What follows belongs to an exercise in optimizing a design on an open flow for small area, a short achievable clock period and few clock cycles; a production flow would make more cautious choices.
RTL that was checked went through simulation tests only; none was proved equivalent to the original.
The RTL of runs 3 and 4 was laid out without a check of its function.
No run shown here takes its clock network from TritonCTS; it comes from the design's own scripts or RTL.
The clock port is modelled as an ideal driver, which makes a skipped or thinned clock tree look cheaper than it is; a real chip needs a root buffer or a tree.
Power and IR drop assume default switching activity.

**flow/config.mk**
```make
export PLATFORM = sky130hd
export DESIGN_NAME = AEC
export DESIGN_NICKNAME = AEC
export VERILOG_FILES = /design/flow/design.v
export SDC_FILE = /design/flow/constraint.sdc
export NUM_CORES = 4
export LEC_CHECK = 0
export CAP_MARGIN = 20
export CORE_MARGIN = 2
export CORE_UTILIZATION = 50
export SLEW_MARGIN = 20
```
**flow/constraint.sdc**
```tcl
create_clock -name core_clock -period 14.0 [get_ports {clk}]
set_input_delay 2.8000 -clock core_clock [delete_from_list [all_inputs] [get_ports {clk}]]
set_output_delay 2.8000 -clock core_clock [all_outputs]
set_load 0.01 [all_outputs]
```
**flow/design.v**
```verilog
module AEC(clk, rst, ascii_in, ready, valid, result);
input clk;
input rst;
input ready;
input [7:0] ascii_in;
output valid;
output [6:0] result;
reg valid_r;            
reg k_dig, k_pm, k_mul, k_lp, k_rp;    
reg [3:0] xv;           
wire active = k_dig | k_pm | k_mul | k_lp | k_rp;
wire inexpr = ready | active;
wire [7:0] a = ascii_in;
wire is_eq  = a[4] & a[3] & a[2];              
wire is_dig = a[6] | (a[4] & ~(a[3] & a[2]));  
wire is_op  = ~a[6] & ~a[4];                   
wire [2:0] a_inc = a[2:0] + 3'd1;
always @(posedge clk) begin
	if (rst) begin
		valid_r <= 1'b0;
		k_dig   <= 1'b0;
		k_pm    <= 1'b0;
		k_mul   <= 1'b0;
		k_lp    <= 1'b0;
		k_rp    <= 1'b0;
	end else begin
		valid_r <= inexpr & is_eq;
		k_dig   <= inexpr & is_dig;
		k_pm    <= inexpr & is_op & a[0] & (a[1] | a[2]);  
		k_mul   <= inexpr & is_op & ~a[0] & a[1];           
		k_lp    <= inexpr & is_op & ~a[0] & ~a[1];          
		k_rp    <= inexpr & is_op & a[0] & ~a[2] & ~a[1];   
	end
	xv <= a[6] ? {1'b1, a_inc} :
	      is_op ? {1'b0, a[2], 2'b00} :
	      a[3:0];
end
reg [6:0] A, B, K;
reg [13:0] E0;            
reg [6:0] E1;             
reg v0, v1;               
reg [6:0] T;              
reg tm;                   
reg [5:0] F;              
reg po;                   
wire pop = k_rp & F[0] & ~tm;      
wire tclose = k_rp & F[0] & tm;    
wire push = k_lp & po & ~v1;       
wire topen = k_lp & po & v1;       
wire [6:0] S_o = {7{pop}} & E0[13:7];
wire [6:0] r0 = {7{xv[0]}} & B;
wire [6:0] r1 = {7{xv[1]}} & {B[5:0], 1'b0};
wire [6:0] r2 = {7{xv[2]}} & {B[4:0], 2'b0};
wire [6:0] r3 = ({7{xv[3]}} & {B[3:0], 3'b0}) | S_o | ({7{k_mul}} & ~B);
wire [6:0] s1 = r0 ^ r1 ^ r2;
wire [6:0] c1 = (r0 & r1) | (r0 & r2) | (r1 & r2);
wire [6:0] t1 = {c1[5:0], 1'b0};
wire [6:0] s2 = s1 ^ t1 ^ r3;
wire [6:0] c2 = (s1 & t1) | (s1 & r3) | (t1 & r3);
wire [6:0] t2 = {c2[5:0], k_mul};
wire [6:0] s3 = s2 ^ t2 ^ A;
wire [6:0] c3 = (s2 & t2) | (s2 & A) | (t2 & A);
wire [6:0] P = s2 + t2;
wire [6:0] Q = s3 + {c3[5:0], 1'b0};
wire [6:0] negK = ~K + 7'd1;
wire a_q = active & ~push & ~k_pm;
always @(posedge clk) begin
	if (~active) begin
		B  <= 7'd1;
		K  <= 7'd1;
		F  <= 6'd0;
		v0 <= 1'b0;
		v1 <= 1'b0;
		tm <= 1'b0;
	end else begin
		if (k_dig)
			B <= P;
		else if (k_pm)
			B <= xv[2] ? negK : K;
		else if (k_rp & ~tclose)
			B <= A;
		if (k_lp)
			K <= B;
		else if (tclose)
			K <= T;
		else if (pop)
			K <= E0[6:0];
		if (k_lp)
			F <= {F[4:0], po};
		else if (k_rp)
			F <= {1'b0, F[5:1]};
		if (push) begin
			v0 <= 1'b1;
			v1 <= v0;
		end else if (pop) begin
			v0 <= v1;
			v1 <= 1'b0;
		end
		if (topen)
			tm <= 1'b1;
		else if (tclose)
			tm <= 1'b0;
	end
	A <= ({7{a_q}} & Q) | ({7{k_pm}} & A);
	po <= k_mul | k_pm;
	if (push) begin
		E0 <= {A, K};
		E1 <= E0[13:7];
	end else if (pop) begin
		E0 <= {E1, 7'd1};
	end
	if (topen)
		T <= K;
end
assign valid  = valid_r;
assign result = A;
endmodule
```
**flow/flow/run.sh**
```bash
#!/bin/bash
# Runs the standard ORFS layout (standard.sh) with the extra make
# settings listed one per line in flow/make_args, and flow/pre_cts.tcl as
# the CTS step's PRE_CTS_TCL hook (it builds the clock tree itself).
# make's output goes to standard_flow.log; each ORFS step also writes its
# own log under orfs/logs/.
set -euo pipefail
mapfile -t extra < flow/make_args
bash standard.sh "${extra[@]}" "PRE_CTS_TCL=$PWD/flow/pre_cts.tcl" finish > standard_flow.log 2>&1
```
**flow/flow/make_args**
```
SETUP_SLACK_MARGIN=10.5
BUFFER_PORTS_ARGS=-buffer_cell sky130_fd_sc_hd__buf_1
```
**flow/flow/pre_cts.tcl**
```tcl
# Clock distribution for this small design: the clock port drives four
# clkbuf_16, one per quadrant of the clock sinks, each placed at the centre
# of its sinks and driving them directly.  TritonCTS builds a deeper tree
# (nine buffers in two levels) for the same sinks; here the CTS step's own
# clock_tree_synthesis call is turned into a no-op that only propagates the
# clock, and the rest of the step (legalisation, timing repair) runs as usual.
proc my_split_clock { } {
  set block [ord::get_db_block]
  set clknet [[$block findBTerm clk] getNet]
  set master [[ord::get_db] findMaster sky130_fd_sc_hd__clkbuf_16]
  set sinks {}
  foreach it [$clknet getITerms] {
    set loc [[$it getInst] getLocation]
    lappend sinks [list [lindex $loc 0] [lindex $loc 1] $it]
  }
  set sinks [lsort -integer -index 0 $sinks]
  set half [expr {([llength $sinks] + 1) / 2}]
  set groups {}
  foreach part [list [lrange $sinks 0 [expr {$half - 1}]] [lrange $sinks $half end]] {
    set part [lsort -integer -index 1 $part]
    set h [expr {([llength $part] + 1) / 2}]
    lappend groups [lrange $part 0 [expr {$h - 1}]] [lrange $part $h end]
  }
  set g 0
  foreach grp $groups {
    if { [llength $grp] == 0 } { continue }
    set buf [odb::dbInst_create $block $master clkbuf_q$g]
    set net [odb::dbNet_create $block clknet_q$g]
    $net setSigType CLOCK
    set sx 0
    set sy 0
    foreach s $grp {
      set it [lindex $s 2]
      incr sx [lindex $s 0]
      incr sy [lindex $s 1]
      $it disconnect
      $it connect $net
    }
    [$buf findITerm A] connect $clknet
    [$buf findITerm X] connect $net
    $buf setLocation [expr {$sx / [llength $grp]}] [expr {$sy / [llength $grp]}]
    $buf setPlacementStatus PLACED
    puts "clock buffer clkbuf_q$g drives [llength $grp] sinks"
    incr g
  }
}

my_split_clock
rename clock_tree_synthesis my_unused_clock_tree_synthesis
proc clock_tree_synthesis { args } {
  set_propagated_clock [all_clocks]
  puts "clock_tree_synthesis skipped: the clock tree was built in PRE_CTS_TCL"
}
```
**flow/standard.sh**
```bash
#!/bin/bash
# synth_recipe.tcl (not shown) runs the flow's synth.tcl, then flattens the netlist and writes it again
# the make line also repeats each setting of config.mk as NAME=value (left out here)
make -C /OpenROAD-flow-scripts/flow DESIGN_CONFIG=/design/flow/config.mk WORK_HOME=/design/flow/orfs CLKGATE_MAP_FILE= SYNTH_SCRIPT=/design/flow/synth_recipe.tcl "${@:-finish}"
```
==> flow_summary.json, run 1 <==
{
  "syn-cell-area_um2": 3820,
  "critPathKind": "flop to flop",
  "hold_violations": 0,
  "vias_per_cell": 5.47,
  "row_count": 31,
  "syn_to_final_growth_pct": 9.56,
  "r2r_slack_ns": 10.35,
  "skew_ns": 0.00836,
  "grt_pass1_vias": 2706,
  "synth_common_cells": "57 x nand2_1, 46 x nor2_1, 41 x dfxtp_1, 28 x a21oi_1, 28 x edfxtp_1",
  "critPathLaunch": "xv[0]",
  "core_area_um2": 7330,
  "yosys_warnings": 1,
  "slew_viol_final": 0,
  "crit_chain": "and2_1 > fa_1 > fa_1 > fa_1 > ha_1 > a211oi_2 > o21bai_1 > a21oi_1 > xor3_2 > a21oi_1 > o22ai_1",
  "period_minus_slack_ns": 3.65,
  "synth.avg_cell_area_um2": 9.67,
  "grt_pass1_wl_um": 14100,
  "worst_hold_path_type": "flop to flop",
  "ant_nets": 0,
  "ys_types": 41,
  "grt_max_degree": 30,
  "grt_use_total_pct": 20.8,
  "nets": 455,
  "gp_congestion": 0.801,
  "hold_path.startpoint": "E0[12]",
  "dp_hpwl_um": 5930,
  "crit_top_cell": "fa_1",
  "die_y_um": 91.4,
  "ys_seq_area_share_pct": 43.5,
  "synthFlopType": "dfxtp_1",
  "wirelength_um": 8330,
  "slowest_stage": "fa_1",
  "status": "finished clean",
  "die_w_um": 91.4,
  "synth-async-reset-ratio_pct": 0,
  "ys_seq_elements": 69,
  "clk_pin_slew_worst_paths_ns": 0.08,
  "synth.top_cells.by_area": "edfxtp_1 22%, dfxtp_1 21%, fa_1 8.4%",
  "end_kind": "flop",
  "gr-total-overflow": 0,
  "power_density_nw_per_um2": 97.7,
  "start_util_pct": 52.1,
  "dr.pass1.iters": 4,
  "timing.rr.start": "xv[0]",
  "post_drt_wl_per_cell_um": 16.4,
  "ios": 19,
  "crit_fanout": 7,
  "die_area_um2": 8350,
  "yosys.area.top_type": "edfxtp_1",
  "drt_drc_violations_left": 0,
  "synth.top_cell.area_share_pct": 22.0,
  "worst_pin_slew_ns": 0.958,
  "setup_viol": 0,
  "diodes": 0,
  "power_mw": 0.409,
  "synth_cells": 395,
  "fmax_mhz": 274,
  "cp.arrival_ns": 3.68,
  "crit_required_ns": 14.03,
  "drtIter0Drc": 171,
  "maxCapViolations": 0,
  "grt_setup_unrepaired": "yes",
  "fin_setup_tns_ns": 0,
  "synth_most_common_cell": "nand2_1",
  "syn_nets": 438,
  "start_kind": "flop",
  "synth_edf_count": 28,
  "antenna_found_initial": 0,
  "peakVddDrop_mv": 0.0655,
  "slew-limit-headroom_pct": 36.1,
  "insertion_delay_ns": 0.14,
  "post-route-period-util_pct": 26.0,
  "slowest_delay_ns": 0.61,
  "io_buffers": 16,
  "vias": 2785,
  "leakage_nw": 1.61,
  "drive_gt1_share_pct": 11.7
}
==> metal layers <==
metal | share of wire, % | GRT usage (%) | up-vias
met4 | 0.88 | 1.77 | 0
met3 | 4.6 | 2.49 | 5
met1 | 49 | 31.2 | 1336
met2 | 45 | 33.5 | 49
met5 | 0 | 0 | -
li1 | - | - | 1395
==> final timing paths <==
kind	end	cells after the start
hold reg to reg	E1[5]	0
hold / removal	E1[5]	0
setup reg to reg	A[6]	11
setup / recovery	A[6]	11
==> per-stage QoR <==
| stage | setup WS, ns | hold WS, ns | area (um^2) | util, % | std cells |
|---|---|---|---|---|---|
| after global routing | 10.22 | 0.492 | 4190 | 57.1 | 509 |
| final | 10.35 | 0.472 | 4190 | 57.1 | 509 |
| after global placement | 9.95 | 0.457 | 3960 | 54.1 | 495 |
| after floorplan | 10.55 | 0.426 | 3830 | - | 395 |
| after detailed placement | 9.95 | 0.449 | 3960 | 54.1 | 495 |
| after CTS | 10.31 | 0.483 | 4120 | 56.1 | 502 |
==> cell type report <==
class | instances | area [um^2]
fill | 655 | 3150
inverter | 24 | 90.1
tap | 99 | 124
sequential | 69 | 1700
timing repair buffer | 28 | 159
multi-input combinational | 285 | 2020
buffer | 4 | 100
==> worst max-delay path, delay by kind of cell, from the launching register on <==
kind	cells	cell delay (ns)
and+or+nand+nor	1	0.18
adders and majority gates	4	1.90
DFF	1	0.37
AOI/OAI and AO/OA	5	0.75
xor gates and xnor gates	1	0.33
==> report_power, final <==
group / switching (mW) / internal (mW)
Combinational: 0.0445 / 0.0362
Clock: 0.0508 / 0.0517
Sequential: 0.0110 / 0.215
==> flip-flops by register name (all words and copies together) (netlist names), 4 cells and up <==
name	count
K	7
E0	14
F	6
B	7
E1	7
xv	4
A	7
T	7
==> placed cells by master (no fill, tap or decap), types with 15 or more instances in the layout <==
cell and instances:
nand2_1 57, nor2_1 46, edfxtp_1 28, a21oi_1 28, dfxtp_1 26, inv_1 24
a211oi_1 16, mux2i_1 16, fa_1 16, ha_1 15
==> what timing repair did <==
item,4_1_cts,5_1_grt
gates resized for setup,20,12
endpoints found under the hold margin,0,0
pin swaps,1,3
setup endpoints to repair,9,9
hold buffers,0,0
setup buffers,3,7
==> kinds of logic after synthesis <==
group | synth area share [%]
AOI/OAI and AO/OA | 14.2
and+or+nand+nor | 15.4
DFF | 43.5
buffers and inverters | 4.23
adders and majority gates | 13.6
muxes | 4.19
xor gates and xnor gates | 4.88
Testbench counts, summed over its fixed seeds: cycles 27,544.
==> run 2, diff against run 1 <==
==> flow/flow/make_args (replaced) <==
SETUP_SLACK_MARGIN=10.4
BUFFER_PORTS_ARGS=-buffer_cell sky130_fd_sc_hd__buf_1
==> flow_summary.json, run 2 <==
{
  "syn_nets": 438,
  "synthFlopType": "dfxtp_1",
  "synth.top_cell.area_share_pct": 22.0,
  "crit_top_cell": "fa_1",
  "skew_ns": 0.0106,
  "dp_hpwl_um": 5910,
  "wirelength_um": 8280,
  "drt_drc_violations_left": 0,
  "die_area_um2": 8350,
  "syn-cell-area_um2": 3820,
  "post_drt_wl_per_cell_um": 16.5,
  "synth-async-reset-ratio_pct": 0,
  "synth_edf_count": 28,
  "grt_use_total_pct": 20.8,
  "hold_violations": 0,
  "start_kind": "flop",
  "dp_slack_ns": 9.82,
  "crit_required_ns": 14.03,
  "vias": 2741,
  "grt_pass1_vias": 2746,
  "clk_pin_slew_worst_paths_ns": 0.08,
  "holdBufCountCts": 0,
  "setup_viol": 0,
  "path_buf_inv": 0,
  "synth.top_cells.by_area": "edfxtp_1 22%, dfxtp_1 21%, fa_1 8.4%",
  "grt_pass1_wl_um": 14100,
  "setup_ws_ns": 10.38,
  "largest_register_ffs": 14,
  "die_w_um": 91.4,
  "yosys_warnings": 1,
  "grt_setup_unrepaired": "yes",
  "insertion_delay_ns": 0.14,
  "end_kind": "flop",
  "crit_chain": "and2_1 > fa_1 > fa_1 > fa_1 > ha_1 > a211oi_2 > o21bai_1 > a21oi_1 > xor3_2 > a21oi_1 > o22ai_1",
  "period_minus_slack_ns": 3.62,
  "cp_top_family": "adder cells",
  "synth_cells": 395,
  "diodes": 0,
  "crit_fanout": 7,
  "yosys.area.top_type": "edfxtp_1",
  "start_util_pct": 52.1,
  "ys_seq_elements": 69,
  "final_common_cell": "nand2_1",
  "leakage_nw": 1.55,
  "antenna_found_initial": 0,
  "slowest_delay_ns": 0.56,
  "maxCapViolations": 0,
  "ant_nets": 0,
  "fin_setup_tns_ns": 0,
  "regMostFlops": "E0",
  "dr.pass1.iters": 4,
  "cp.arrival_ns": 3.65,
  "gr-total-overflow": 0,
  "syn_to_final_growth_pct": 7.60,
  "core_area_um2": 7330,
  "grt_max_degree": 30,
  "vias_per_cell": 5.46,
  "row_count": 31,
  "ios": 19,
  "synth_most_common_cell": "nand2_1",
  "worst_hold_path_type": "flop to flop",
  "peakVddDrop_mv": 0.0625,
  "drtIter0Drc": 192,
  "synth.avg_cell_area_um2": 9.67,
  "ys_seq_area_share_pct": 43.5,
  "worst_pin_slew_ns": 0.971,
  "critPathKind": "flop to flop",
  "drive_gt1_share_pct": 7.94,
  "slew_viol_final": 0,
  "synth_common_cells": "57 x nand2_1, 46 x nor2_1, 41 x dfxtp_1, 28 x a21oi_1, 28 x edfxtp_1",
  "fmax_mhz": 276,
  "power_density_nw_per_um2": 98.0,
  "status": "finished clean",
  "slowest_stage": "fa_1",
  "io_buffers": 16,
  "slew-limit-headroom_pct": 35.3,
  "post-route-period-util_pct": 25.9,
  "gp_congestion": 0.838,
  "nets": 448,
  "ys_types": 41,
  "final_cell_mix": "57 x nand2_1, 46 x nor2_1, 28 x edfxtp_1, 28 x a21oi_1, 27 x dfxtp_1",
  "die_y_um": 91.4
}
[run 2: cell counts after synthesis]
No cell type changed its count.
[run 2: cells by family after synthesis]
family          Yosys count  synth area share [%]
xor+xnor                 18                  4.88
buf+inv                  41                  4.23
fa+ha+maj                32                  13.6
flops                    69                  43.5
mux                      16                  4.19
compound gates           84                  14.2
simple gates            135                  15.4
[run 2: repair_timing]
item	CTS	global route
setup endpoints to repair	7	2
buffers inserted	3	0
gates resized for setup	17	2
pin swaps	6	0
[run 2: routing by layer]
layer	vias to the layer above	track usage [%]	wire, um
met5	-	0	0
met4	0	4.17	200
met3	12	1.99	557
met2	80	31.9	3630
met1	1280	32.0	3890
li1	1369	-	-
[run 2: worst reg2reg max path, stage by stage (launching register included)]
cell	delay [ns]
dfxtp_2	0.37
and2_1	0.18
fa_1	0.56
fa_1	0.47
fa_1	0.53
ha_1	0.32
a211oi_2	0.23
o21bai_1	0.11
a21oi_1	0.17
xor3_2	0.33
a21oi_1	0.16
o22ai_1	0.09
[run 2: where the power goes]
part	total, mW	internal, mW	switching, mW
Clock	0.101	0.0516	0.0497
Combinational	0.0739	0.0317	0.0422
Sequential	0.228	0.215	0.0130
[run 2: area by class of cell]
type | count | area [um^2]
Multi-Input combinational cell | 285 | 2010
Inverter | 24 | 90.1
Sequential cell | 69 | 1680
Fill cell | 645 | 3220
Tap cell | 99 | 124
Buffer | 4 | 100
Timing Repair Buffer | 21 | 97.6
[run 2: metrics by stage]
| stage | hold WS [ns] | utilization, % | instances | power, mW | area [um^2] |
|---|---|---|---|---|---|
| after floorplan | 0.426 | - | 395 | 0.282 | 3830 |
| after global placement | 0.454 | 54.1 | 495 | 0.304 | 3960 |
| after detailed placement | 0.452 | 54.1 | 495 | 0.305 | 3960 |
| after CTS | 0.480 | 56.1 | 502 | 0.407 | 4110 |
| after global routing | 0.493 | 56.1 | 502 | 0.427 | 4110 |
| final | 0.471 | 56.1 | 502 | 0.403 | 4110 |
[run 2: final timing paths]
| check | cells after the start | slack, ns | start | endpoint |
|---|---|---|---|---|
| worst min register to register | 0 | 0.47 | E0[7] | E1[0] |
| worst min-delay path | 0 | 0.47 | E0[7] | E1[0] |
| worst max-delay path | 11 | 10.38 | xv[0] | A[6] |
| worst max register to register | 11 | 10.38 | xv[0] | A[6] |
==> run 3, diff against run 2 <==
--- a/flow/design.v
+++ b/flow/design.v
@@ -32,7 +32,7 @@
 		k_rp    <= inexpr & is_op & a[0] & ~a[2] & ~a[1];   
 	end
 	xv <= a[6] ? {1'b1, a_inc} :
-	      is_op ? {1'b0, a[2], 2'b00} :
+	      is_op ? ((a[1] & ~a[0]) ? 4'hf : {1'b0, a[2], 2'b00}) :
 	      a[3:0];
 end
 reg [6:0] A, B, K;
@@ -48,20 +48,23 @@
 wire push = k_lp & po & ~v1;       
 wire topen = k_lp & po & v1;       
 wire [6:0] S_o = {7{pop}} & E0[13:7];
-wire [6:0] r0 = {7{xv[0]}} & B;
-wire [6:0] r1 = {7{xv[1]}} & {B[5:0], 1'b0};
-wire [6:0] r2 = {7{xv[2]}} & {B[4:0], 2'b0};
-wire [6:0] r3 = ({7{xv[3]}} & {B[3:0], 3'b0}) | S_o | ({7{k_mul}} & ~B);
+wire one0 = xv[0];
+wire two0 = xv[1] & ~xv[0];
+wire neg0 = xv[1];
+wire one1 = xv[1] ^ xv[2];
+wire two1 = (xv[3] & ~xv[2] & ~xv[1]) | (~xv[3] & xv[2] & xv[1]);
+wire neg1 = xv[3];
+wire d2   = xv[3] & ~k_mul;
+wire [6:0] r0 = (({7{one0}} & B) | ({7{two0}} & {B[5:0], 1'b0})) ^ {7{neg0}};
+wire [6:0] r1 = {((({5{one1}} & B[4:0]) | ({5{two1}} & {B[3:0], 1'b0})) ^ {5{neg1}}), 2'b00} | S_o;
+wire [6:0] r2 = {{3{d2}} & B[2:0], 1'b0, neg1, 1'b0, neg0};
 wire [6:0] s1 = r0 ^ r1 ^ r2;
 wire [6:0] c1 = (r0 & r1) | (r0 & r2) | (r1 & r2);
 wire [6:0] t1 = {c1[5:0], 1'b0};
-wire [6:0] s2 = s1 ^ t1 ^ r3;
-wire [6:0] c2 = (s1 & t1) | (s1 & r3) | (t1 & r3);
-wire [6:0] t2 = {c2[5:0], k_mul};
-wire [6:0] s3 = s2 ^ t2 ^ A;
-wire [6:0] c3 = (s2 & t2) | (s2 & A) | (t2 & A);
-wire [6:0] P = s2 + t2;
-wire [6:0] Q = s3 + {c3[5:0], 1'b0};
+wire [6:0] s2 = s1 ^ t1 ^ A;
+wire [6:0] c2 = (s1 & t1) | (s1 & A) | (t1 & A);
+wire [6:0] P = s1 + t1;
+wire [6:0] Q = s2 + {c2[5:0], 1'b0};
 wire [6:0] negK = ~K + 7'd1;
 wire a_q = active & ~push & ~k_pm;
 always @(posedge clk) begin
==> flow/flow/make_args (replaced) <==
SETUP_SLACK_MARGIN=10.5
BUFFER_PORTS_ARGS=-buffer_cell sky130_fd_sc_hd__buf_1
==> flow_summary.json, run 3 <==
{
  "status": "finished clean",
  "syn_nets": 429,
  "crit_fanout": 10,
  "switching_power_mw": 0.172,
  "slew-limit-headroom_pct": 35.0,
  "largest_register_ffs": 14,
  "p_sw_share_pct": 31.7,
  "crit_required_ns": 14.07,
  "nets": 440,
  "rr_endpoint": "A[6]",
  "grt_setup_unrepaired": "yes",
  "insertion_delay_ns": 0.14,
  "fmax_mhz": 286,
  "worst_pin_slew_ns": 0.974,
  "post-route-period-util_pct": 25.0,
  "power_density_nw_per_um2": 126,
  "final_common_cell": "nor2_1",
  "yosys_warnings": 1,
  "drtIter0Drc": 163,
  "fill_cells": 713,
  "vias_per_cell": 5.66,
  "synth_common_cells": "50 x nor2_1, 41 x dfxtp_1, 33 x a21oi_1, 28 x edfxtp_1, 22 x nand2_1",
  "end_kind": "flop",
  "grt_use_total_pct": 19.7,
  "vias": 2847,
  "synth_most_common_cell": "nor2_1",
  "dp_hpwl_um": 5940,
  "r2r_slack_ns": 10.63,
  "die_y_um": 92.0,
  "grt_pass1_wl_um": 13500,
  "final_cell_mix": "49 x nor2_1, 31 x a21oi_1, 28 x dfxtp_1, 28 x edfxtp_1, 22 x nand2_1",
  "synth.avg_cell_area_um2": 9.88,
  "start_kind": "input pin",
  "die_area_um2": 8460,
  "dr.pass1.iters": 4,
  "period_minus_slack_ns": 3.50,
  "seq_power_share_pct": 43.8,
  "yosys.area.top_type": "edfxtp_1",
  "worstSetupEndpoint": "k_rp",
  "ys_seq_elements": 69,
  "drive_gt1_share_pct": 16.2,
  "ys_types": 51,
  "p_int_mw": 0.369,
  "ant_nets": 0,
  "gp_congestion": 0.820,
  "worst_hold_path_type": "flop to flop",
  "p_clk_share_pct": 18.7,
  "antenna_found_initial": 0,
  "start_util_pct": 50.9,
  "setup_viol": 0,
  "fin_setup_tns_ns": 0,
  "combPwrFrac_pct": 37.5,
  "drt_drc_violations_left": 0,
  "synth_edf_count": 28,
  "regMostFlops": "E0",
  "synth.top_cells.by_area": "edfxtp_1 22%, dfxtp_1 21%, fa_1 5.2%",
  "slew_viol_final": 0,
  "synth-async-reset-ratio_pct": 0,
  "peakVddDrop_mv": 0.0735,
  "synthFlopType": "dfxtp_1",
  "hold_violations": 0,
  "core_area_um2": 7610,
  "timing.rr.start": "tm",
  "grt_max_degree": 30,
  "critPathLaunch": "ascii_in[6]",
  "ff2ff_path_depth": 11,
  "leakage_nw": 1.61,
  "critPathKind": "input pin to flop",
  "holdBufCountCts": 0,
  "gr-total-overflow": 0,
  "maxCapViolations": 0,
  "ys_seq_area_share_pct": 42.9,
  "synth.top_cell.area_share_pct": 21.7,
  "grt_pass1_vias": 2674,
  "dp.cells": 492,
  "synth_cells": 392,
  "final_cells": 503,
  "skew_ns": 0.00561,
  "ios": 19,
  "row_count": 32,
  "syn_to_final_growth_pct": 10.6,
  "wirelength_um": 8250,
  "die_w_um": 92.0,
  "cp.arrival_ns": 3.56,
  "syn-cell-area_um2": 3870,
  "clk_pin_slew_worst_paths_ns": 0.07,
  "io_buffers": 16,
  "diodes": 0,
  "post_drt_wl_per_cell_um": 16.4
}
run 3: kinds of logic (layout without fill, tap and decap cells):
| group | Yosys count | after routing | synth area share (%) |
|---|---|---|---|
| and+or+nand+nor | 111 | 111 | 13.3 |
| AOI/OAI and AO/OA | 97 | 97 | 16.2 |
| DFF | 69 | 69 | 42.9 |
| buffers and inverters | 42 | 51 | 4.94 |
| adders and majority gates | 26 | 26 | 10.3 |
| xor gates and xnor gates | 26 | 26 | 6.62 |
| muxes | 21 | 21 | 5.65 |
run 3: repair_timing:
item / CTS / global route
endpoints found under the setup margin: 16 / 11
pin swaps: 5 / 3
gates resized for setup: 30 / 22
setup buffers: 6 / 1
run 3: power groups by stage:
stage	Sequential (mW)	Clock, mW	Combinational, mW
floorplan	0.233	0	0.157
global placement	0.240	0	0.187
detailed placement	0.240	0	0.190
CTS	0.235	0.104	0.197
global route	0.239	0.111	0.227
finish	0.237	0.101	0.203
run 3: area by class of cell:
class,count,area (um^2),share of cell area [%]
well taps,102,128,2.98
flip-flops and latches,69,1700,39.6
repair buffers,27,170,3.97
plain buffers,4,100,2.34
multi-input cells,281,2110,49.3
inverters,20,75.1,1.75
run 3: metal layers:
metal / track usage (%) / up-vias / share of wire (%)
met5: 0 / - / 0
met4: 2.86 / 0 / 1.7
met3: 0.822 / 13 / 3.9
met2: 33.0 / 84 / 46
met1: 29.1 / 1349 / 49
li1: - / 1401 / -
run 3: how the worst min path moves through the flow:
stage	start	end	slack, ns	cells past startpoint
2_1_floorplan	E0[8]	E1[1]	0.42	0
3_3_place_gp	E0[11]	E1[4]	0.44	0
3_5_place_dp	E0[12]	E1[5]	0.45	0
4_1_cts	E0[12]	E1[5]	0.47	0
5_1_grt	E0[12]	E1[5]	0.48	0
6_report	E0[8]	E1[1]	0.47	0
run 3: metrics by stage:
step	hold WS [ns]	instance area (um^2)	utilization [%]	worst slack, ns	total power [mW]
after detailed placement	0.451	3990	52.5	9.90	0.430
final	0.465	4280	56.3	10.50	0.541
after CTS	0.470	4210	55.3	10.50	0.535
after global placement	0.445	3990	52.4	9.93	0.427
after global routing	0.485	4280	56.3	10.45	0.578
after floorplan	0.417	3910	-	10.37	0.390
run 3: worst max-delay path, cell delays in order:
cell and delay [ns]:
buf_2 0.16, or4_4 0.50, nor3_2 0.11
==> run 4, diff against run 3 <==
==> flow/flow/make_args (replaced) <==
SETUP_SLACK_MARGIN=10.4
BUFFER_PORTS_ARGS=-buffer_cell sky130_fd_sc_hd__buf_1
==> flow_summary.json, run 4 <==
{
  "status": "finished clean",
  "gp_congestion": 0.809,
  "skew_ns": 0.00780,
  "ys_seq_elements": 69,
  "antenna_found_initial": 0,
  "die_w_um": 92.0,
  "fin_setup_tns_ns": 0,
  "io_buffers": 16,
  "grt_setup_unrepaired": "no",
  "final_common_cell": "nor2_1",
  "synth_cells": 392,
  "clk_pin_slew_worst_paths_ns": 0.07,
  "final_cell_mix": "49 x nor2_1, 33 x dfxtp_1, 32 x a21oi_1",
  "syn_nets": 429,
  "diodes": 0,
  "worst_pin_slew_ns": 0.968,
  "slew-limit-headroom_pct": 35.4,
  "synth_common_cells": "50 x nor2_1, 41 x dfxtp_1, 33 x a21oi_1, 28 x edfxtp_1, 22 x nand2_1",
  "ant_nets": 0,
  "wirelength_um": 8410,
  "place_area_um2": 3980,
  "cp.arrival_ns": 3.64,
  "synth_edf_count": 28,
  "synth.top_cells.by_area": "edfxtp_1 22%, dfxtp_1 21%, fa_1 5.2%",
  "yosys_warnings": 1,
  "leakage_nw": 1.57,
  "synth-async-reset-ratio_pct": 0,
  "slowest_delay_ns": 0.53,
  "nets": 438,
  "die_y_um": 92.0,
  "crit_chain": "clkbuf_4 > or4_4 > nor3_2",
  "final_cells": 501,
  "vias_per_cell": 5.64,
  "peakVddDrop_mv": 0.0727,
  "critPathKind": "input pin to flop",
  "hold_violations": 0,
  "slowest_stage": "or4_4",
  "grt_pass1_vias": 2643,
  "dr.pass1.iters": 5,
  "die_area_um2": 8460,
  "ios": 19,
  "drtIter0Drc": 225,
  "period_minus_slack_ns": 3.57,
  "fmax_mhz": 280,
  "syn_to_final_growth_pct": 9.08,
  "vias": 2825,
  "start_kind": "input pin",
  "gr-total-overflow": 0,
  "row_count": 32,
  "grt_use_total_pct": 20.3,
  "maxCapViolations": 0,
  "synth.top_cell.area_share_pct": 21.7,
  "holdBufCountCts": 0,
  "crit_fanout": 8,
  "crit_required_ns": 14.07,
  "insertion_delay_ns": 0.14,
  "end_kind": "flop",
  "dp_hpwl_um": 6010,
  "power_density_nw_per_um2": 128,
  "syn-cell-area_um2": 3870,
  "grt_pass1_wl_um": 13800,
  "stdcell_area_um2": 4220,
  "yosys.area.top_type": "edfxtp_1",
  "grt_max_degree": 30,
  "drive_gt1_share_pct": 12.5,
  "worst_hold_path_type": "flop to flop",
  "start_util_pct": 50.9,
  "drt_drc_violations_left": 0,
  "ys_seq_area_share_pct": 42.9,
  "slew_viol_final": 0,
  "largest_register_ffs": 14,
  "synth_most_common_cell": "nor2_1",
  "dp.cells": 491,
  "synth.avg_cell_area_um2": 9.88,
  "post-route-period-util_pct": 25.5,
  "ys_types": 51,
  "core_area_um2": 7610,
  "post_drt_wl_per_cell_um": 16.8,
  "holdWs_ns": 0.460,
  "setup_viol": 0,
  "synthFlopType": "dfxtp_1",
  "regMostFlops": "E0"
}
[run 4: changes by cell type in the layout (fill, tap and decap cells not counted), moves of 2 or more]
cell,change
buf_1,+5
buf_2,-2
buf_6,-3
clkbuf_2,-4
dfxtp_1,+5
dfxtp_4,-5
[run 4: where the power goes]
| part | switching [mW] | internal, mW |
|---|---|---|
| sequential | 0.0182 | 0.217 |
| clock | 0.0476 | 0.0515 |
| combinational | 0.107 | 0.100 |
| total | 0.173 | 0.369 |
[run 4: cell type report]
type                    instances  area (um^2)
fillers                       700         3380
inverters                      20         75.1
repair buffers                 25          140
multi-input cells             281         2100
flip-flops and latches         69         1680
well taps                     102          128
plain buffers                   4          100
[run 4: cell families (layout without fill, tap and decap cells)]
group / after synthesis / count (layout) / share of synthesized area, %
xor gates and xnor gates: 26 / 26 / 6.62
adders and majority gates: 26 / 26 / 10.3
buffers and inverters: 42 / 49 / 4.94
AOI/OAI and AO/OA: 97 / 97 / 16.2
muxes: 21 / 21 / 5.65
DFF: 69 / 69 / 42.9
and+or+nand+nor: 111 / 111 / 13.3
[run 4: worst max-delay path: cells and delay by family]
family                 cells  cell delay (ns)
buffers and inverters      1             0.16
and+or+nand+nor            2             0.68
[run 4: metrics by stage]
step	setup slack, ns	utilization [%]	total power [mW]
global placement	9.93	52.3	0.426
detailed placement	9.86	52.4	0.432
global route	10.39	55.5	0.577
floorplan	10.37	-	0.390
finish	10.43	55.5	0.542
CTS	10.38	55.1	0.536
[run 4: repair_timing]
item,4_1_cts,5_1_grt
resized for setup,24,6
pin swaps,3,3
setup buffers,6,0
setup endpoints to repair,10,4
[run 4: path summary, 6_finish.rpt]
kind,startpoint,to,slack (ns),cells after the start
max,ascii_in[4],k_rp,10.43,3
min,E0[12],E1[5],0.46,0
max reg2reg,xv[1],A[6],10.54,12
min reg2reg,E0[12],E1[5],0.46,0
[run 4: metal layers]
| metal | vias to the layer above | track usage, % | part of all wire, % |
|---|---|---|---|
| li1 | 1395 | - | - |
| met1 | 1364 | 29.4 | 48 |
| met2 | 58 | 34.7 | 48 |
| met3 | 8 | 0.904 | 2.7 |
| met4 | 0 | 2.61 | 1.3 |
| met5 | - | 0 | 0 |
==> run 5, diff against run 4 <==
==> flow/design.v (replaced) <==
module AEC(clk, rst, ascii_in, ready, valid, result);
input clk;
input rst;
input ready;
input [7:0] ascii_in;
output valid;
output [6:0] result;
reg valid_r;            
reg k_dig, k_pm, k_mul, k_lp, k_rp;    
reg [3:0] xv;           
wire active = k_dig | k_pm | k_mul | k_lp | k_rp;
wire inexpr = ready | active;
wire [7:0] a = ascii_in;
wire is_eq  = a[4] & a[3] & a[2];              
wire is_dig = a[6] | (a[4] & ~(a[3] & a[2]));  
wire is_op  = ~a[6] & ~a[4];                   
wire [2:0] a_inc = a[2:0] + 3'd1;
always @(posedge clk) begin
	if (rst) begin
		valid_r <= 1'b0;
		k_dig   <= 1'b0;
		k_pm    <= 1'b0;
		k_mul   <= 1'b0;
		k_lp    <= 1'b0;
		k_rp    <= 1'b0;
	end else begin
		valid_r <= inexpr & is_eq;
		k_dig   <= inexpr & is_dig;
		k_pm    <= inexpr & is_op & a[0] & (a[1] | a[2]);  
		k_mul   <= inexpr & is_op & ~a[0] & a[1];           
		k_lp    <= inexpr & is_op & ~a[0] & ~a[1];          
		k_rp    <= inexpr & is_op & a[0] & ~a[2] & ~a[1];   
	end
	xv <= a[6] ? {1'b1, a_inc} :
	      is_op ? {1'b0, a[2], 2'b00} :
	      a[3:0];
end
reg [6:0] A, B, K;
reg [13:0] E0;            
reg [6:0] E1;             
reg v0, v1;               
reg [6:0] T;              
reg tm;                   
reg [5:0] F;              
reg po;                   
wire pop = k_rp & F[0] & ~tm;      
wire tclose = k_rp & F[0] & tm;    
wire push = k_lp & po & ~v1;       
wire topen = k_lp & po & v1;       
wire [6:0] S_o = {7{pop}} & E0[13:7];
wire [6:0] r0 = {7{xv[0]}} & B;
wire [6:0] r1 = {7{xv[1]}} & {B[5:0], 1'b0};
wire [6:0] r2 = {7{xv[2]}} & {B[4:0], 2'b0};
wire [6:0] r3 = ({7{xv[3]}} & {B[3:0], 3'b0}) | S_o | ({7{k_mul}} & ~B);
wire [6:0] s1 = r0 ^ r1 ^ r2;
wire [6:0] c1 = (r0 & r1) | (r0 & r2) | (r1 & r2);
wire [6:0] t1 = {c1[5:0], 1'b0};
wire [6:0] s2 = s1 ^ t1 ^ r3;
wire [6:0] c2 = (s1 & t1) | (s1 & r3) | (t1 & r3);
wire [6:0] t2 = {c2[5:0], k_mul};
wire [6:0] s3 = s2 ^ t2 ^ A;
wire [6:0] c3 = (s2 & t2) | (s2 & A) | (t2 & A);
wire [6:0] P = s2 + t2;
wire [6:0] Q = s3 + {c3[5:0], 1'b0};
wire [6:0] negK = ~K + 7'd1;
wire a_q = active & ~push & ~k_pm;
wire b_a = k_rp & ~tclose;
wire b_h = k_mul | k_lp | tclose;
wire k_h = k_dig | k_pm | k_mul | (k_rp & ~F[0]);
always @(posedge clk) begin
	A <= ({7{a_q}} & Q) | ({7{k_pm}} & A);
	B <= ({7{k_dig}} & P) | ({7{k_pm & ~xv[2]}} & K) | ({7{k_pm & xv[2]}} & negK) |
	     ({7{b_a}} & A) | ({7{b_h}} & B) | {6'd0, ~active};
	K <= ({7{k_lp}} & B) | ({7{tclose}} & T) | ({7{pop}} & E0[6:0]) |
	     ({7{k_h}} & K) | {6'd0, ~active};
	po <= k_mul | k_pm;
	F <= ({6{active & ~k_lp & ~k_rp}} & F) | ({6{k_lp}} & {F[4:0], po}) |
	     ({6{k_rp}} & {1'b0, F[5:1]});
	v0 <= (active & ~push & ~pop & v0) | push | (pop & v1);
	v1 <= (active & ~push & ~pop & v1) | (push & v0);
	tm <= (active & ~tclose & tm) | topen;
	E0 <= ({14{push}} & {A, K}) | ({14{pop}} & {E1, 7'd1}) | ({14{~push & ~pop}} & E0);
	E1 <= ({7{push}} & E0[13:7]) | ({7{~push}} & E1);
	T  <= ({7{topen}} & K) | ({7{~topen}} & T);
end
assign valid  = valid_r;
assign result = A;
endmodule
==> flow/flow/make_args (replaced) <==
SETUP_SLACK_MARGIN=10.5
BUFFER_PORTS_ARGS=-buffer_cell sky130_fd_sc_hd__buf_1
==> flow_summary.json, run 5 <==
{
  "holdWs_ns": 0.456,
  "final_common_cell": "nand2_1",
  "die_y_um": 88.2,
  "ios": 19,
  "ys_seq_elements": 69,
  "grtUsageMet1_pct": 30.5,
  "dr.pass1.iters": 6,
  "syn_to_final_growth_pct": 12.4,
  "core_area_um2": 6830,
  "die_w_um": 88.2,
  "synth.top_cells.by_area": "dfxtp_1 31%, edfxtp_1 12%, fa_1 9.0%",
  "synth_cells": 353,
  "power_density_nw_per_um2": 108,
  "wirelength_um": 8130,
  "grt_max_degree": 26,
  "dp_slack_ns": 9.89,
  "dp_hpwl_um": 5780,
  "grt_pass1_wl_um": 13200,
  "setup_ws_ns": 10.45,
  "period_minus_slack_ns": 3.55,
  "place_area_um2": 3690,
  "setup_viol": 0,
  "slew-limit-headroom_pct": 52.3,
  "clk_pin_slew_worst_paths_ns": 0.08,
  "worst_pin_slew_ns": 0.715,
  "status": "finished clean",
  "grt_use_total_pct": 21.4,
  "gr-total-overflow": 0,
  "yosys_warnings": 1,
  "drtIter0Drc": 222,
  "insertion_delay_ns": 0.14,
  "p_clk_share_pct": 23.4,
  "ys_seq_area_share_pct": 42.9,
  "ys_types": 40,
  "combPwrFrac_pct": 23.5,
  "multi_input_area_um2": 1900,
  "drive_gt1_share_pct": 14.6,
  "diodes": 0,
  "crit_required_ns": 14.04,
  "start_kind": "flop",
  "syn-cell-area_um2": 3540,
  "skew_ns": 0.0112,
  "seq_area_um2": 1570,
  "die_area_um2": 7780,
  "seq_power_share_pct": 53.1,
  "crit_fanout": 5,
  "p_int_mw": 0.314,
  "gp_congestion": 0.837,
  "post_drt_wl_per_cell_um": 17.2,
  "io_buffers": 16,
  "switching_power_mw": 0.118,
  "ant_nets": 0,
  "final_cell_mix": "54 x nand2_1, 40 x dfxtp_1, 29 x inv_1",
  "leakage_nw": 1.66,
  "row_count": 30,
  "synthFlopType": "dfxtp_1",
  "vias_per_cell": 5.70,
  "maxCapViolations": 0,
  "worst_hold_path_type": "flop to flop",
  "synth-async-reset-ratio_pct": 0,
  "synth.avg_cell_area_um2": 10.0,
  "r2r_slack_ns": 10.45,
  "grt_use_met3_pct": 1.70,
  "fin_setup_tns_ns": 0,
  "met2_usage_pct": 36.4,
  "cp.arrival_ns": 3.60,
  "drt_drc_violations_left": 0,
  "yosys.area.top_type": "dfxtp_1",
  "peakVddDrop_mv": 0.0718,
  "synth.top_cell.area_share_pct": 31.1,
  "grt.busiest_layer": "met2",
  "p_sw_share_pct": 27.3,
  "post-route-period-util_pct": 25.4,
  "fill_cells": 629,
  "start_util_pct": 51.9,
  "antenna_found_initial": 0,
  "vias": 2697,
  "synth_common_cells": "55 x dfxtp_1, 55 x nand2_1, 29 x inv_1, 18 x nor2_1, 18 x o21ai_0",
  "fmax_mhz": 282,
  "critPathKind": "flop to flop",
  "grt_pass1_vias": 2626,
  "end_kind": "flop",
  "syn_nets": 396,
  "synth_edf_count": 14,
  "grt_setup_unrepaired": "yes",
  "nets": 422,
  "stdcell_area_um2": 3980,
  "hold_violations": 0,
  "slew_viol_final": 0
}
[run 5: changes by cell type after synthesis, sizes merged, moves of 7 or more]
cell and delta:
nor2 -32, a211oi -17, and2 -7, dfxtp +14, xor2 -8, a222oi +10
nand2 +33, edfxtp -14, inv +9, a21oi -22, buf -10, a221o +9
[run 5: critical path: stages, from the launching register on]
cell	delay, ns
dfxtp_4	0.38
nand2_2	0.07
fa_1	0.54
inv_1	0.06
fa_1	0.52
fa_1	0.55
ha_1	0.32
a21o_1	0.19
a21oi_2	0.16
o21bai_1	0.09
a21oi_2	0.19
xnor2_2	0.14
o21bai_1	0.08
a22o_1	0.17
[run 5: timing repair]
action                                  CTS  global route
pin swaps                                 5             7
buffers inserted                          5             9
endpoints found under the setup margin   11             9
gates resized for setup                  32            11
hold buffers                              0             0
[run 5: logic make-up after synthesis]
logic type               count (synthesis)  synth area share (%)
AO/OA/AOI/OAI                           84                  17.8
adder cells (fa/ha/maj)                 32                  14.7
buffers and inverters                   40                  4.45
XOR/XNOR                                19                  5.30
flip-flops                              69                  42.9
AND/OR/NAND/NOR                        100                  12.3
multiplexers                             9                  2.58
[run 5: per-stage QoR]
stage	instances	power [mW]	util, %
finish	473	0.432	58.3
detailed placement	455	0.317	54.0
global route	473	0.455	58.3
floorplan	353	0.292	-
global placement	455	0.315	53.9
CTS	464	0.425	56.8
[run 5: area by class of cell]
type / count / share of cell area [%]
Timing Repair Buffer: 31 / 4.59
Inverter: 29 / 2.73
Buffer: 4 / 2.51
Tap cell: 96 / 3.02
Sequential cell: 69 / 39.4
Multi-Input combinational cell: 244 / 47.7
[run 5: per-layer routing]
layer,vias up,routed length [um],part of all wire (%)
li1,1304,-,-
met1,1306,3780,47
met2,71,3780,47
met3,16,363,4.5
met4,0,195,2.4
met5,-,0,0
[run 5: worst paths after layout]
kind / endpoint / from / cells past startpoint
setup / recovery: A[6] / xv[0] / 13
hold / removal: v1 / v0 / 2
setup reg to reg: A[6] / xv[0] / 13
hold reg to reg: v1 / v0 / 2
[run 5: power by group through the flow]
stage | Combinational, mW | Sequential [mW] | Clock (mW)
final | 0.102 | 0.229 | 0.101
after global placement | 0.0819 | 0.233 | 0
after detailed placement | 0.0836 | 0.234 | 0
after floorplan | 0.0644 | 0.228 | 0
after global routing | 0.113 | 0.231 | 0.111
after CTS | 0.0897 | 0.231 | 0.104
Testbench counts of run 5, summed over its fixed seeds: cycles 27,544.
==> run 6, diff against run 5 <==
==> flow/flow/make_args (replaced) <==
SETUP_SLACK_MARGIN=10.3
BUFFER_PORTS_ARGS=-buffer_cell sky130_fd_sc_hd__buf_1
==> flow_summary.json, run 6 <==
{
  "status": "finished clean",
  "gr-total-overflow": 0,
  "core_area_um2": 6830,
  "start_util_pct": 51.9,
  "nets": 408,
  "yosys_warnings": 1,
  "setup_viol": 0,
  "end_kind": "output pin",
  "clk_pin_slew_worst_paths_ns": 0.08,
  "wl_met3_um": 389,
  "grt_pass1_wl_um": 12600,
  "die_w_um": 88.2,
  "holdBufCountCts": 0,
  "multi_input_area_um2": 1880,
  "diodes": 0,
  "hold_violations": 0,
  "ant_nets": 0,
  "die_area_um2": 7780,
  "slew_viol_final": 0,
  "ys_seq_area_share_pct": 42.9,
  "place_area_um2": 3690,
  "power_density_nw_per_um2": 109,
  "ios": 19,
  "row_count": 30,
  "slowest_delay_ns": 0.48,
  "grt_use_total_pct": 20.2,
  "synth_cells": 353,
  "ys_types": 40,
  "crit_chain": "buf_1",
  "post_drt_wl_per_cell_um": 17.0,
  "gp_congestion": 0.850,
  "leakage_nw": 1.54,
  "io_buffers": 16,
  "syn_nets": 396,
  "peakVddDrop_mv": 0.0748,
  "syn-cell-area_um2": 3540,
  "path_buf_inv": 1,
  "synth.top_cell.area_share_pct": 31.1,
  "synth_common_cells": "55 x dfxtp_1, 55 x nand2_1, 29 x inv_1, 18 x nor2_1, 18 x o21ai_0",
  "top_layer": "met4",
  "drt_drc_violations_left": 0,
  "syn_to_final_growth_pct": 7.80,
  "skew_ns": 0.0106,
  "die_y_um": 88.2,
  "final_common_cell": "nand2_1",
  "grt_max_degree": 26,
  "vias_per_cell": 5.68,
  "seq_area_um2": 1540,
  "worst_hold_path_type": "flop to flop",
  "dp_hpwl_um": 5690,
  "critPathKind": "flop to output pin",
  "synthFlopType": "dfxtp_1",
  "period_minus_slack_ns": 3.61,
  "crit_required_ns": 11.20,
  "fin_setup_tns_ns": 0,
  "cp_top_family": "flip-flops",
  "wirelength_um": 7790,
  "insertion_delay_ns": 0.15,
  "grt_setup_unrepaired": "no",
  "maxCapViolations": 0,
  "slowest_stage": "dfxtp_1",
  "grt_pass1_vias": 2493,
  "wl_met2_um": 3540,
  "post-route-period-util_pct": 25.8,
  "stdcell_area_um2": 3820,
  "fmax_mhz": 277,
  "ys_seq_elements": 69,
  "antenna_found_initial": 0,
  "fill_cells": 640,
  "start_kind": "flop",
  "met1_length_um": 3740,
  "cp.arrival_ns": 0.81,
  "vias": 2605,
  "cts_setup_buffers": 0,
  "crit_fanout": 5,
  "critPathLaunch": "A[4]",
  "drtIter0Drc": 170,
  "synth.avg_cell_area_um2": 10.0,
  "timing.rr.start": "xv[0]",
  "final_cell_mix": "55 x nand2_1, 46 x dfxtp_1, 29 x inv_1",
  "synth_edf_count": 14,
  "synth-async-reset-ratio_pct": 0,
  "dr.pass1.iters": 6,
  "worst_pin_slew_ns": 0.682,
  "slew-limit-headroom_pct": 54.5,
  "synth.top_cells.by_area": "dfxtp_1 31%, edfxtp_1 12%, fa_1 9.0%",
  "yosys.area.top_type": "dfxtp_1",
  "drive_gt1_share_pct": 6.34
}
run 6: cell counts after synthesis:
Identical to the previous run, type by type.
run 6: metrics by stage:
stage	power, mW	utilization, %	hold WS (ns)	worst slack [ns]	std cells
after floorplan	0.292	-	0.415	10.45	353
after global placement	0.315	53.9	0.426	10.00	455
after detailed placement	0.317	54.0	0.441	10.01	455
after CTS	0.418	55.6	0.454	10.33	459
after global routing	0.441	55.9	0.468	10.32	459
final	0.418	55.9	0.452	10.39	459
run 6: repair_timing:
action	in CTS	in global routing
pin swaps	0	1
endpoints found under the setup margin	1	1
gates resized for setup	6	11
run 6: layout make-up:
cell class	instances	area share, %
buffer	4	2.62
inverter	29	2.85
multi-input combinational	244	49.2
sequential	69	40.4
tap	96	3.14
timing repair buffer	17	1.77
run 6: path summary, 6_finish.rpt:
path               end  slack (ns)  cells after the start
min reg2reg     E0[12]        0.45                      2
min             E0[12]        0.45                      2
max          result[4]       10.39                      1
max reg2reg       A[6]       10.51                     13
run 6: cells by family (layout without fill, tap and decap cells):
kind of cell	after synthesis	in the layout	synth area share, %
flops	69	69	42.9
xor+xnor	19	19	5.30
mux	9	9	2.58
buf+inv	40	50	4.45
simple gates	100	100	12.3
compound gates	84	84	17.8
fa+ha+maj	32	32	14.7
run 6: layer usage:
layer | track usage (%) | vias up
met5 | 0 | -
li1 | - | 1274
met4 | 2.89 | 0
met3 | 1.79 | 9
met1 | 30.3 | 1259
met2 | 32.8 | 63
run 6: report_power, final:
group | total [mW] | leakage (nW) | switching [mW] | internal (mW)
logic | 0.0852 | 0.926 | 0.0470 | 0.0382
clock network | 0.103 | 0.0493 | 0.0517 | 0.0517
registers | 0.229 | 0.567 | 0.0180 | 0.211
==> run 7, diff against run 6 <==
==> flow/flow/make_args (replaced) <==
SETUP_SLACK_MARGIN=10.4
BUFFER_PORTS_ARGS=-buffer_cell sky130_fd_sc_hd__buf_1
==> flow_summary.json, run 7 <==
{
  "syn_nets": 396,
  "period_minus_slack_ns": 3.58,
  "fmax_mhz": 279,
  "hold_violations": 0,
  "r2r_slack_ns": 10.55,
  "synth_fa_ha_area_share_pct": 14.7,
  "synthFlopType": "dfxtp_1",
  "insertion_delay_ns": 0.15,
  "ios": 19,
  "worst_hold_path_type": "flop to flop",
  "worst_pin_slew_ns": 0.688,
  "synth.top_cells.by_area": "dfxtp_1 31%, edfxtp_1 12%, fa_1 9.0%",
  "syn-cell-area_um2": 3540,
  "synth_compound_area_share_pct": 17.8,
  "slew_viol_final": 0,
  "grt_pass1_vias": 2494,
  "diodes": 0,
  "leakage_nw": 1.56,
  "synth.avg_cell_area_um2": 10.0,
  "status": "finished clean",
  "power_density_nw_per_um2": 109,
  "wirelength_um": 7780,
  "slowest_delay_ns": 0.45,
  "synth_top_family_by_area": "compound AO/OA/AOI/OAI gates",
  "yosys_warnings": 1,
  "clk_pin_slew_worst_paths_ns": 0.08,
  "holdBufCountCts": 0,
  "grt_use_total_pct": 20.2,
  "critPathKind": "flop to output pin",
  "ff2ff_path_depth": 13,
  "setup_viol": 0,
  "start_util_pct": 51.9,
  "synthXorXnorAreaFrac_pct": 5.30,
  "post-route-period-util_pct": 25.6,
  "ys_seq_elements": 69,
  "die_area_um2": 7780,
  "final_common_cell": "nand2_1",
  "start_kind": "flop",
  "die_w_um": 88.2,
  "synth_edf_count": 14,
  "maxCapViolations": 0,
  "io_buffers": 16,
  "antenna_found_initial": 0,
  "synth.top_cell.area_share_pct": 31.1,
  "row_count": 30,
  "rr_endpoint": "A[6]",
  "grt_pass1_wl_um": 12600,
  "nets": 411,
  "die_y_um": 88.2,
  "dp_hpwl_um": 5690,
  "ant_nets": 0,
  "drive_gt1_share_pct": 8.74,
  "crit_chain": "buf_1",
  "whs_path_depth": 2,
  "ys_seq_area_share_pct": 42.9,
  "synth_cells": 353,
  "gr-total-overflow": 0,
  "crit_required_ns": 11.20,
  "syn_to_final_growth_pct": 8.65,
  "timing.rr.start": "xv[0]",
  "synthMuxAreaShare_pct": 2.58,
  "power_mw": 0.419,
  "synth-async-reset-ratio_pct": 0,
  "slew-limit-headroom_pct": 54.1,
  "cp_top_family": "flip-flops",
  "drt_drc_violations_left": 0,
  "crit_fanout": 5,
  "core_area_um2": 6830,
  "post_drt_wl_per_cell_um": 16.8,
  "worstSetupPathDepth": 1,
  "final_cell_mix": "55 x nand2_1, 40 x dfxtp_1, 29 x inv_1",
  "peakVddDrop_mv": 0.0749,
  "yosys.area.top_type": "dfxtp_1",
  "fin_setup_tns_ns": 0,
  "fill_cells": 634,
  "slowest_stage": "dfxtp_1",
  "grt_setup_unrepaired": "yes",
  "ys_types": 40,
  "cp.arrival_ns": 0.78,
  "path_buf_inv": 1,
  "yosys.area_share.simple_pct": 12.3,
  "end_kind": "output pin",
  "skew_ns": 0.0118,
  "critPathLaunch": "A[6]",
  "vias": 2567,
  "dr.pass1.iters": 6,
  "drtIter0Drc": 179,
  "grt_max_degree": 26,
  "worstSetupEndpoint": "result[6]",
  "gp_congestion": 0.850,
  "synth_common_cells": "55 x dfxtp_1, 55 x nand2_1, 29 x inv_1, 18 x nor2_1, 18 x o21ai_0",
  "vias_per_cell": 5.56
}
[run 7: where the power goes]
group / total, mW / switching [mW] / internal (mW)
logic: 0.0860 / 0.0471 / 0.0389
registers: 0.230 / 0.0181 / 0.212
clock network: 0.103 / 0.0510 / 0.0517
total: 0.419 / 0.116 / 0.303
[run 7: repair_timing]
item	CTS	global route
buffers inserted	0	3
gates resized for setup	12	11
pin swaps	1	4
setup endpoints to repair	5	5
hold endpoints to repair	0	0
[run 7: metal layers]
layer  routed length [um]  vias up  part of all wire (%)  track usage [%]
li1                     -     1278                     -                -
met1                 3760     1230                    48             30.3
met2                 3610       54                    46             32.8
met3                  329        5                   4.2             1.79
met4                   88        0                   1.1             2.89
met5                    0        -                     0                0
[run 7: per-stage QoR]
| stage | utilization (%) | setup slack, ns | area (um^2) | hold WS [ns] | cells |
|---|---|---|---|---|---|
| after global routing | 56.4 | 10.36 | 3850 | 0.468 | 462 |
| final | 56.4 | 10.42 | 3850 | 0.451 | 462 |
| after detailed placement | 54.0 | 10.01 | 3690 | 0.441 | 455 |
| after CTS | 55.7 | 10.38 | 3800 | 0.454 | 459 |
| after floorplan | - | 10.45 | 3540 | 0.415 | 353 |
| after global placement | 53.9 | 10.00 | 3680 | 0.426 | 455 |
[run 7: worst min-delay path by stage]
stage	start	endpoint	slack [ns]
after floorplan	v0	v1	0.42
after global placement	v0	v1	0.43
after detailed placement	flop	E0[7]	0.44
after CTS	flop	E0[12]	0.45
after global routing	v0	v1	0.47
final	flop	E0[12]	0.45
[run 7: cell families after synthesis]
kind of cell / count (synthesis)
compound gates: 84
xor+xnor: 19
fa+ha+maj: 32
buf+inv: 40
flops: 69
mux: 9
simple gates: 100
[run 7: layout make-up]
class / instances / area (um^2) / share of cell area (%)
Buffer: 4 / 100 / 2.60
Inverter: 29 / 109 / 2.83
Multi-Input combinational cell: 244 / 1880 / 48.8
Sequential cell: 69 / 1550 / 40.3
Tap cell: 96 / 120 / 3.12
Timing Repair Buffer: 20 / 90.1 / 2.34
==> run 8, diff against run 7 <==
--- a/flow/config.mk
+++ b/flow/config.mk
@@ -7,5 +7,5 @@
 export LEC_CHECK = 0
 export CAP_MARGIN = 20
 export CORE_MARGIN = 2
-export CORE_UTILIZATION = 50
+export CORE_UTILIZATION = 60
 export SLEW_MARGIN = 20
==> flow_summary.json, run 8 <==
{
  "status": "finished clean",
  "rr_endpoint": "A[6]",
  "setup_viol": 0,
  "post-route-period-util_pct": 25.4,
  "seq_power_share_pct": 55.2,
  "drive_gt1_share_pct": 9.76,
  "die_w_um": 80.9,
  "slew_viol_final": 0,
  "wirelength_um": 7440,
  "dp_slack_ns": 10.04,
  "slew-limit-headroom_pct": 27.4,
  "setup_ws_ns": 10.45,
  "ys_seq_area_share_pct": 42.9,
  "syn-cell-area_um2": 3540,
  "final_common_cell": "nand2_1",
  "ys_seq_elements": 69,
  "yosys.area_share.simple_pct": 12.3,
  "die_y_um": 80.9,
  "ff2ff_path_depth": 13,
  "worst_hold_path_type": "flop to flop",
  "synthFlopType": "dfxtp_1",
  "row_count": 27,
  "worst_pin_slew_ns": 1.09,
  "crit_required_ns": 11.20,
  "grt_max_degree": 19,
  "cp_top_family": "flip-flops",
  "p_sw_share_pct": 27.1,
  "p_int_mw": 0.304,
  "min_to": "v1",
  "leakage_nw": 1.58,
  "drtIter0Drc": 231,
  "synth_edf_count": 14,
  "peakVddDrop_mv": 0.101,
  "vias_per_cell": 5.95,
  "r2r_slack_ns": 10.56,
  "synth-async-reset-ratio_pct": 0,
  "hold_path.startpoint": "v0",
  "power_density_nw_per_um2": 108,
  "ys_types": 40,
  "cp.arrival_ns": 0.75,
  "crit_fanout": 5,
  "synthMuxAreaShare_pct": 2.58,
  "path_buf_inv": 1,
  "synth.avg_cell_area_um2": 10.0,
  "gr-total-overflow": 0,
  "ant_nets": 0,
  "vias": 2622,
  "gp_congestion": 0.877,
  "hold_violations": 0,
  "grt_setup_unrepaired": "yes",
  "fmax_mhz": 282,
  "core_area_um2": 5610,
  "io_buffers": 16,
  "combPwrFrac_pct": 21.2,
  "p_clk_share_pct": 23.6,
  "ios": 19,
  "slowest_stage": "dfxtp_1",
  "grt_pass1_wl_um": 12100,
  "start_util_pct": 63.2,
  "crit_chain": "buf_1",
  "timing.rr.start": "B[2]",
  "period_minus_slack_ns": 3.55,
  "critPathKind": "flop to output pin",
  "synth_common_cells": "55 x dfxtp_1, 55 x nand2_1, 29 x inv_1, 18 x nor2_1, 18 x o21ai_0",
  "dr.pass1.iters": 6,
  "grt_use_total_pct": 23.6,
  "drt_drc_violations_left": 0,
  "synth.top_cell.area_share_pct": 31.1,
  "start_kind": "flop",
  "synth_cells": 353,
  "post_drt_wl_per_cell_um": 16.9,
  "diodes": 0,
  "switching_power_mw": 0.113,
  "whs_path_depth": 2,
  "dp_hpwl_um": 5560,
  "antenna_found_initial": 0,
  "synth_fa_ha_area_share_pct": 14.7,
  "final_cell_mix": "54 x nand2_1, 40 x dfxtp_1, 29 x inv_1",
  "synth_top_family_by_area": "compound AO/OA/AOI/OAI gates",
  "slowest_delay_ns": 0.44,
  "insertion_delay_ns": 0.14,
  "yosys.area.top_type": "dfxtp_1",
  "skew_ns": 0.00680,
  "synth.top_cells.by_area": "dfxtp_1 31%, edfxtp_1 12%, fa_1 9.0%",
  "end_kind": "output pin",
  "grt_pass1_vias": 2395,
  "syn_to_final_growth_pct": 8.72,
  "fin_setup_tns_ns": 0,
  "nets": 414,
  "synthXorXnorAreaFrac_pct": 5.30,
  "die_area_um2": 6540,
  "syn_nets": 396,
  "yosys_warnings": 1,
  "synth_compound_area_share_pct": 17.8,
  "clk_pin_slew_worst_paths_ns": 0.07,
  "maxCapViolations": 0
}
## run 8: cell counts after synthesis
Identical to the previous run, type by type.
## run 8: repair_timing
item,in CTS,in global routing
buffers inserted,0,6
hold buffers,0,0
setup endpoints to repair,7,3
pin swaps,1,5
resized for setup,14,12
## run 8: worst max path at each step
stage | from | endpoint | depth (start not counted)
2_1_floorplan | xv[2] | A[6] | 14
3_3_place_gp | tm | A[6] | 13
3_5_place_dp | tm | A[6] | 13
4_1_cts | B[2] | A[6] | 13
5_1_grt | B[2] | A[6] | 13
6_report | A[6] | result[6] | 1
## run 8: final cells by class
cell class                 count  area [um^2]
sequential                    69         1550
fill                         460         1760
buffer                         4          100
multi-input combinational    244         1890
tap                           72         90.1
inverter                      29          109
timing repair buffer          23          113
## run 8: worst reg2reg max path: cells and delay by family (launching register included)
kind                     cells  cell delay [ns]
AO/OA/AOI/OAI                6             0.87
XOR/XNOR                     1             0.14
adder cells (fa/ha/maj)      4             1.81
buffers and inverters        1             0.05
flip-flops                   1             0.40
AND/OR/NAND/NOR              1             0.07
## run 8: through the flow
step	util (%)	power, mW	hold WS [ns]	std cells	cell area (um^2)
after global placement	65.2	0.315	0.425	431	3650
after global routing	68.7	0.441	0.457	441	3850
after detailed placement	65.2	0.317	0.433	431	3650
after CTS	67.3	0.416	0.443	435	3770
final	68.7	0.417	0.443	441	3850
after floorplan	-	0.292	0.415	353	3540
## run 8: power groups by stage
stage,clock (mW),sequential [mW],combinational [mW]
2_1_floorplan,0,0.228,0.0644
3_3_place_gp,0,0.234,0.0813
3_5_place_dp,0,0.234,0.0832
4_1_cts,0.101,0.231,0.0841
5_1_grt,0.108,0.232,0.101
6_report,0.0982,0.230,0.0883
## run 8: routing by layer
| layer | part of all wire [%] | vias to the layer above | global-route usage [%] |
|---|---|---|---|
| met5 | 0 | - | 0 |
| li1 | - | 1284 | - |
| met1 | 47 | 1248 | 35.3 |
| met2 | 45 | 78 | 36.9 |
| met3 | 5.8 | 12 | 2.44 |
| met4 | 2.1 | 0 | 5.59 |
## run 8: cell families (layout without fill, tap and decap cells)
group	Yosys count	after routing
AOI/OAI and AO/OA	84	84
muxes	9	9
buffers and inverters	40	56
DFF	69	69
xor gates and xnor gates	19	19
adders and majority gates	32	32
and+or+nand+nor	100	100

port drivers added, routing unchanged:
The flow's constraints put no driver on any port. The routed layouts listed below were extracted and timed again, unchanged, in two steps.
Step 1 (the two cells are an assumption about what drives the block):
set clk [get_ports {clk}]
set_driving_cell -lib_cell sky130_fd_sc_hd__clkbuf_16 $clk
set_driving_cell -lib_cell sky130_fd_sc_hd__buf_2 [delete_from_list [all_inputs] $clk]
Step 2 moves the port delays by t, midway between the first and last clock arrival at a register: inputs arrive t later, outputs are due t later. That takes back most of the time a late clock gives input paths.
Slacks: no drivers / after step 1 / after step 2; pairs: no drivers / after step 1.
run	t, ns	setup WS [ns]	hold slack, ns	clock arrival spread, ns	worst register clock-pin slew, ns
run 1	0.214	10.354 / 10.354 / 10.354	0.472 / 0.473 / 0.473	0.010 / 0.009	0.08 / 0.08
run 2	0.215	10.380 / 10.374 / 10.380	0.471 / 0.471 / 0.471	0.011 / 0.010	0.08 / 0.08
run 3	0.208	10.503 / 10.462 / 10.328	0.465 / 0.465 / 0.465	0.007 / 0.007	0.07 / 0.07
run 4	0.213	10.426 / 10.355 / 10.269	0.460 / 0.460 / 0.460	0.008 / 0.008	0.07 / 0.07
run 5	0.217	10.450 / 10.441 / 10.407	0.456 / 0.456 / 0.456	0.012 / 0.012	0.08 / 0.08
run 6	0.218	10.385 / 10.308 / 10.372	0.452 / 0.452 / 0.452	0.012 / 0.011	0.08 / 0.08
run 7	0.217	10.421 / 10.344 / 10.380	0.451 / 0.451 / 0.451	0.013 / 0.013	0.08 / 0.08
run 8	0.210	10.448 / 10.373 / 10.383	0.443 / 0.443 / 0.443	0.007 / 0.007	0.07 / 0.07
After both steps setup and hold are still met in every run listed. The setup slack of run 3, which loses most, moves by -0.041 ns with the drivers and by -0.175 ns with both steps.
